What follows belongs to an exercise in optimizing a design on an open flow for small area, a short achievable clock period and few clock cycles per item; a production flow would make more cautious choices.
In this exercise RTL edits were held to simulation tests only and were not proved equivalent to the original.
Power and IR drop assume default switching activity.

--- design/flow/config.mk ---
export PLATFORM = sky130hd
export DESIGN_NAME = top_level
export DESIGN_NICKNAME = top_level
export VERILOG_FILES = /design/flow/design.v
export SDC_FILE = /design/flow/constraint.sdc
export NUM_CORES = 4
export LEC_CHECK = 0
export CAP_MARGIN = 20
export CORE_MARGIN = 2
export CORE_UTILIZATION = 40
export SLEW_MARGIN = 20
--- design/flow/design.v ---
`default_nettype none
module top_level(
    clk,
    reset,
    start,
    key_start,
    sram_read_data,
    sram_write_enable,
    sram_write_data,
    sram_addr,
    ram_addr,
    ram_write_data,
    ram_write_enable,
    ram_read_data,
    rom_addr,
    rom_read_data,
    key_not_found,
    key_found,
    secret_key_0,
    secret_key_1,
    secret_key_2,
    secret_key_3,
    secret_key_4,
    secret_key_5
    );
    input  logic clk;
    input  logic reset;
    input  logic start;
    input  logic [23:0] key_start;
    input  logic [7:0] sram_read_data;
    output logic sram_write_enable;
    output logic [7:0] sram_write_data;
    output logic [7:0] sram_addr;
    output logic [4:0] ram_addr;
    output logic [7:0] ram_write_data;
    output logic ram_write_enable;
    input  logic [7:0] ram_read_data;
    output logic [4:0] rom_addr;
    input  logic [7:0] rom_read_data;
    output logic key_not_found;
    output logic key_found;
    output logic [3:0] secret_key_0;
    output logic [3:0] secret_key_1;
    output logic [3:0] secret_key_2;
    output logic [3:0] secret_key_3;
    output logic [3:0] secret_key_4;
    output logic [3:0] secret_key_5;
    localparam [2:0] ST_IDLE  = 3'b000;
    localparam [2:0] ST_INIT  = 3'b001;
    localparam [2:0] ST_KSA   = 3'b010;
    localparam [2:0] ST_PRGA  = 3'b011;
    localparam [2:0] ST_FOUND = 3'b100;
    localparam [2:0] ST_FAIL  = 3'b101;
    logic [2:0]  st;
    logic [22:0] key;        
    logic [8:0]  ctr;        
    logic [3:0]  ph;         
    logic [1:0]  km;         
    logic [7:0]  j, si, sj;
    logic        h2;         
    logic [7:0]  rd;         
    logic [7:0]  romr;       
    logic [7:0]  a_r, wd_r;
    logic        we_r;
    assign sram_addr = a_r;
    assign sram_write_data = wd_r;
    assign sram_write_enable = we_r;
    assign secret_key_0 = key[3:0];
    assign secret_key_1 = key[7:4];
    assign secret_key_2 = key[11:8];
    assign secret_key_3 = key[15:12];
    assign secret_key_4 = key[19:16];
    assign secret_key_5 = {1'b0, key[22:20]};
    assign key_found = (st == ST_FOUND);
    assign key_not_found = (st == ST_FAIL);
    logic [7:0] plain;
    assign plain = rd ^ romr;
    assign rom_addr = ctr[4:0];
    assign ram_addr = ctr[4:0];
    assign ram_write_data = plain;
    assign ram_write_enable = (st == ST_PRGA) && (ph == 4'd9);
    logic plain_ok;
    assign plain_ok = (plain >= 8'd97 && plain <= 8'd122) || plain == 8'd32;
    logic [8:0] ctr_inc;
    assign ctr_inc = ctr + 9'd1;
    logic [7:0] ctr_m2;
    assign ctr_m2 = ctr[7:0] - 8'd2;
    logic [7:0] kbyte;
    always_comb begin
        case (km)
            2'd0: kbyte = {1'b0, key[22:16]};
            2'd1: kbyte = key[15:8];
            default: kbyte = key[7:0];
        endcase
    end
    logic h1;                        
    assign h1 = (j == ctr[7:0]);
    logic eq2;                       
    assign eq2 = (j == ctr_m2);
    logic [7:0] si_new;
    assign si_new = h1 ? si : rd;
    logic last_blk;                  
    assign last_blk = ctr[8] & ctr[0];
    logic m_ge1, m_ge2;
    assign m_ge1 = (ctr != 9'd0);
    assign m_ge2 = ctr[8] | (ctr[7:1] != 7'd0);
    always_ff @(posedge clk or posedge reset) begin
        if (reset) st <= ST_IDLE;
        else begin
            case (st)
                ST_IDLE: if (start) st <= ST_INIT;
                ST_INIT: if (ctr[7:0] == 8'd255) st <= ST_KSA;
                ST_KSA:  if (ph == 4'd2 && last_blk) st <= ST_PRGA;
                ST_PRGA: if (ph == 4'd9) begin
                    if (!plain_ok) st <= key[22] ? ST_FAIL : ST_INIT;
                    else if (ctr[4:0] == 5'd31) st <= ST_FOUND;
                end
                default: st <= st;
            endcase
        end
    end
    always_ff @(posedge clk) begin
        rd <= sram_read_data;
        romr <= rom_read_data;
    end
    always_ff @(posedge clk) begin
        case (st)
            ST_IDLE: begin
                key <= key_start[22:0];
                ctr <= 9'd0;
                a_r <= 8'd0;
                wd_r <= 8'd0;
                we_r <= start;
            end
            ST_INIT: begin
                a_r <= ctr_inc[7:0];
                wd_r <= ctr_inc[7:0];
                we_r <= (ctr[7:0] != 8'd255);
                ctr <= (ctr[7:0] == 8'd255) ? 9'd0 : ctr_inc;
                ph <= 4'd0;
                km <= 2'd0;
                j <= 8'd0;
                si <= 8'd0;      
                sj <= 8'd255;    
            end
            ST_KSA: begin
                case (ph)
                    4'd0: begin
                        a_r <= j;
                        wd_r <= si;
                        we_r <= m_ge1 && !last_blk;
                        if (m_ge2) sj <= h2 ? sj : rd;    
                        ph <= 4'd1;
                    end
                    4'd1: begin
                        a_r <= ctr_m2;
                        wd_r <= sj;
                        we_r <= m_ge2 && !(eq2 && !last_blk);
                        h2 <= eq2;
                        ph <= 4'd2;
                    end
                    default: begin
                        si <= si_new;
                        j <= j + kbyte + si_new;
                        km <= (km == 2'd2) ? 2'd0 : km + 2'd1;
                        ph <= 4'd0;
                        we_r <= 1'b0;
                        if (last_blk) begin
                            a_r <= 8'd1;
                            ctr <= 9'd0;
                            j <= 8'd0;
                        end else begin
                            a_r <= ctr_inc[7:0];
                            ctr <= ctr_inc;
                        end
                    end
                endcase
            end
            ST_PRGA: begin
                case (ph)
                    4'd2: begin
                        j <= j + rd;
                        si <= rd;
                        a_r <= j + rd;
                        wd_r <= rd;
                        we_r <= 1'b1;
                    end
                    4'd5: begin
                        wd_r <= rd;
                        a_r <= {2'd0, ctr[5:0] + 6'd1};
                        we_r <= 1'b1;
                    end
                    4'd6: begin
                        a_r <= si + wd_r;
                        we_r <= 1'b0;
                    end
                    4'd9: begin
                        if (!plain_ok) begin
                            key <= key + 23'd1;
                            ctr <= 9'd0;
                            a_r <= 8'd0;
                            wd_r <= 8'd0;
                            we_r <= 1'b1;
                        end else begin
                            ctr <= ctr_inc;
                            a_r <= {2'd0, ctr[5:0] + 6'd2};
                            we_r <= 1'b0;
                        end
                    end
                    default: we_r <= 1'b0;
                endcase
                ph <= (ph == 4'd9) ? 4'd0 : ph + 4'd1;
            end
            default: begin
                we_r <= 1'b0;
            end
        endcase
    end
endmodule
--- design/flow/constraint.sdc ---
create_clock -name core_clock -period 10.0 [get_ports {clk}]
set_input_delay 2.0000 -clock core_clock [delete_from_list [all_inputs] [get_ports {clk}]]
set_output_delay 2.0000 -clock core_clock [all_outputs]
set_load 0.01 [all_outputs]
--- design/flow/run.sh ---
#!/bin/bash
# synth_recipe.tcl (not shown) runs the flow's synth.tcl, then flattens the netlist and writes it again
# the make line also repeats each setting of config.mk as NAME=value (left out here)
make -C /OpenROAD-flow-scripts/flow DESIGN_CONFIG=/design/flow/config.mk WORK_HOME=/design/flow/orfs CLKGATE_MAP_FILE= SYNTH_SCRIPT=/design/flow/synth_recipe.tcl finish
==> qor.yml <==
pwr:
  p_sw_share_pct: 45.6
  p_seq_share_pct: 30.8
  comb_power_share_pct: 56.5
  power_density_nw_per_um2: 350
  power_frac_clock_pct: 12.7
  power_switching_mw: 1.31
  peakVddDrop_uv: 129
  p_int_mw: 1.56
  p_total_mw: 2.88
  leakagePower_nw: 3.08
min_path:
  worstHoldStart: "km[0]"
  hold_path_depth: 1
  whs_endpoint: "km[0]"
  hp-class: "reg2reg"
global_route:
  grt.total_usage_pct: 23.1
  grt_pass1_wl_mm: 31.7
  grt_max_degree: 59
  antenna_found_initial: 0
  grt-ovfl-total: 0
  grt_pass1_vias: 5612
worst_setup_path:
  worst-r2r-setup-slack_ns: 5.91
  required_ns: 8.00
  cpPeakStageDelay_ns: 0.65
  path_cells: "inv_1, or2_2, nor2_1, clkdlybuf4s50_1"
  cpMaxStageDelayCell: "clkdlybuf4s50_1"
  endpoint_kind: "output port"
  crit_family: "buffers and inverters"
  crit_buf_inv: 2
  critPathLaunchType: "register"
  r2r-start: "ctr[0]"
  reg2regPathDepth: 17
  crit_fanout: 11
  crit_arrival_ns: 2.69
  r2r_end: "j[7]"
  critPathKind: "reg2out"
cells_and_area:
  n_antenna_cell: 0
  fillers: 1549
  nets: 880
  drive_gt1_share_pct: 5.29
  syn2layout_area_growth_pct: 21.2
  final_area_um2: 8230
cts:
  clock-root-buffer: "clkbuf_16"
  clock_latency_ns: 0.36
  cts_max_level: 3
  clk_pin_slew_worst_paths_ns: 0.07
  cts-buffers-inserted: 9
  tritoncts: "done"
  cts_resized: 0
  cts_setup_buffers: 0
  ctsHoldBuffers: 0
  clock_sinks: 99
  cts_max_path_buffers: 2
detailed_routing:
  drc: 0
  routed_wl_mm: 20.5
  wire_per_inst_um: 20.2
  ant_nets: 0
  vias: 5606
  drt_iter0_drc: 437
  dr.pass1.iters: 6
  avgViaCountPerCell: 5.53
die:
  dieArea_um2: 18000
  core_um2: 16600
  dieHeight_um: 134
  initial_utilization_pct: 40.9
  die_w_um: 134
  ios: 113
  rows: 47
sta:
  finalHoldViolations: 0
  final.min_clock_period_ns: 4.69
  worst_slew_pin_slew_ns: 0.903
  max_freq_ghz: 0.213
  tns_ns: 0
  post-route-period-util_pct: 46.9
  rsz0062_at_grt: "false"
  setup_viol: 0
  relSlewSlack_pct: 39.5
  slew_violations: 0
  clock_skew_ns: 0.00848
  hold_slack_ns: 0.629
place:
  placed_area_um2: 7920
  hpwlAfterDp_mm: 15.7
  place.port_buffers: 102
  gp_congestion: 0.965
flow_run:
  drv_cap: 0
synth:
  syn_area_um2: 6790
  synth_top_area_share_pct: 35.0
  dominantRegCellSynth: "edfxtp_1"
  synth_cells: 712
  ys_seq_area_share_pct: 41.1
  syn_area_per_cell_um2: 9.53
  ys_async_sr_fraction_pct: 3.03
  synth_warnings: 1
  synth_edf_count: 79
  synth_nets: 803
  ys_types: 66
  ys_ff_latch: 99
  synth_area_leaders: "edfxtp_1 35%, ha_1 5.5%, xnor2_1 5.2%"
  synth_area_leader_cell: "edfxtp_1"
outcome:
  outcome: "timing/DRC/antenna clean"
[cells by family (layout without fill, tap and decap cells)]
kind of cell | Yosys count | count (layout) | synth area share, %
simple gates | 227 | 227 | 16.7
compound gates | 174 | 174 | 15.8
flops | 99 | 99 | 41.1
buf+inv | 81 | 163 | 5.72
xor+xnor | 75 | 75 | 9.96
fa+ha+maj | 40 | 40 | 8.48
mux | 15 | 15 | 2.23
other cells | 1 | 1 | 0.0553
[worst max path at each step]
stage	from	endpoint	depth (start not counted)
detailed placement	st[1]	ram_write_enable	4
global route	st[1]	ram_write_enable	4
floorplan	ctr[0]	j[7]	18
finish	st[1]	ram_write_enable	4
CTS	st[1]	ram_write_enable	4
global placement	st[1]	ram_write_enable	4
[cells in the mapped netlist, drive strengths merged (2+ instances only)]
master and number:
fa 10, dfrtp 3, nor2 48, o22ai 8, or2 2, a22o 9, xor2 34, buf 26
nand2b 9, a211oi 4, nand4 8, and4 2, o221ai 4, and3 12, nand2 81, mux2i 14
a21oi 35, o21ai 68, nor3b 3, o31ai 3, xnor2 41, nor3 17, nor4 2, clkbuf 18
o21bai 3, nor2b 10, and2 3, edfxtp 79, dfxtp 17, inv 37, nand3 14, ha 30
o211ai 2, a21o 11, a22oi 9, or3 10, nand3b 3, a31oi 5, a222oi 2, a221oi 2
[through the flow]
stage	instances	utilization, %	worst slack, ns
2_1_floorplan	712	-	6.57
3_3_place_gp	997	47.7	5.76
3_5_place_dp	998	47.8	5.72
4_1_cts	1014	49.6	5.32
5_1_grt	1014	49.6	5.20
6_report	1014	49.6	5.31
[area by class of cell]
type | instances | area [um2] | area share (%)
multi-input cells | 532 | 3630 | 44.2
flip-flops and latches | 99 | 2790 | 33.9
repair buffers | 110 | 1080 | 13.2
clock buffers | 12 | 279 | 3.39
well taps | 220 | 275 | 3.35
inverters | 37 | 139 | 1.69
clock inverters | 4 | 27.5 | 0.335
[power groups by stage]
stage               clock [mW]  sequential (mW)  combinational [mW]
floorplan                    0            0.790                1.17
global placement             0            0.888                1.57
detailed placement           0            0.892                1.61
CTS                      0.371            0.883                1.62
global route             0.387            0.904                1.80
finish                   0.366            0.885                1.63
[sequential cells by signal (all words and copies together), names as in the netlist]
name  flops
a_r       8
ctr       9
h2        1
j         8
key      23
km        2
ph        4
rd        8
romr      8
si        8
sj        8
st        3
wd_r      8
we_r      1
[per-layer routing]
metal | up-vias | part of all wire (%) | global-route usage, % | routed length, um
met5 | - | 0 | 0 | 0
li1 | 2684 | - | - | -
met2 | 211 | 47 | 37.0 | 9670
met1 | 2674 | 44 | 31.5 | 9120
met3 | 37 | 5.8 | 4.20 | 1200
met4 | 0 | 2.6 | 8.30 | 537
[cells in the final DEF (no fill, tap or decap), types with 13 or more instances in the layout]
cell	count
nand3_1	13
o21ai_0	56
dfxtp_1	17
edfxtp_1	79
inv_1	37
mux2i_1	14
nor2_1	45
nand2_1	81
ha_1	30
xnor2_1	40
a21oi_1	34
xor2_1	34
clkdlybuf4s50_1	102
Testbench counts, summed over its fixed seeds: cycles 439,518, keys 408.

==> re-timing with driven ports <==
The flow's constraints put no driver on any port. The routed layout listed below was extracted and timed again, unchanged, in two steps.
Step 1, drivers: a clkbuf_16 drives clk and a buf_2 each remaining input, both assumed.
Step 2 also shifts input and output timing later by t, the mid clock arrival at the registers, as if the neighbouring blocks saw the same clock.
Slacks: ideal ports / drivers / drivers and shift; pairs: ideal ports / drivers.
t, ns: 0.398
slack for setup (ns): 5.314 / 5.271 / 5.669
slew at the worst register clock pin (ns): 0.07 / 0.07
pins driven straight from the clock port: 1
After both steps this run still meets setup and hold. For this run, drivers alone change the setup slack by -0.043 ns; drivers and shift together by +0.355 ns.
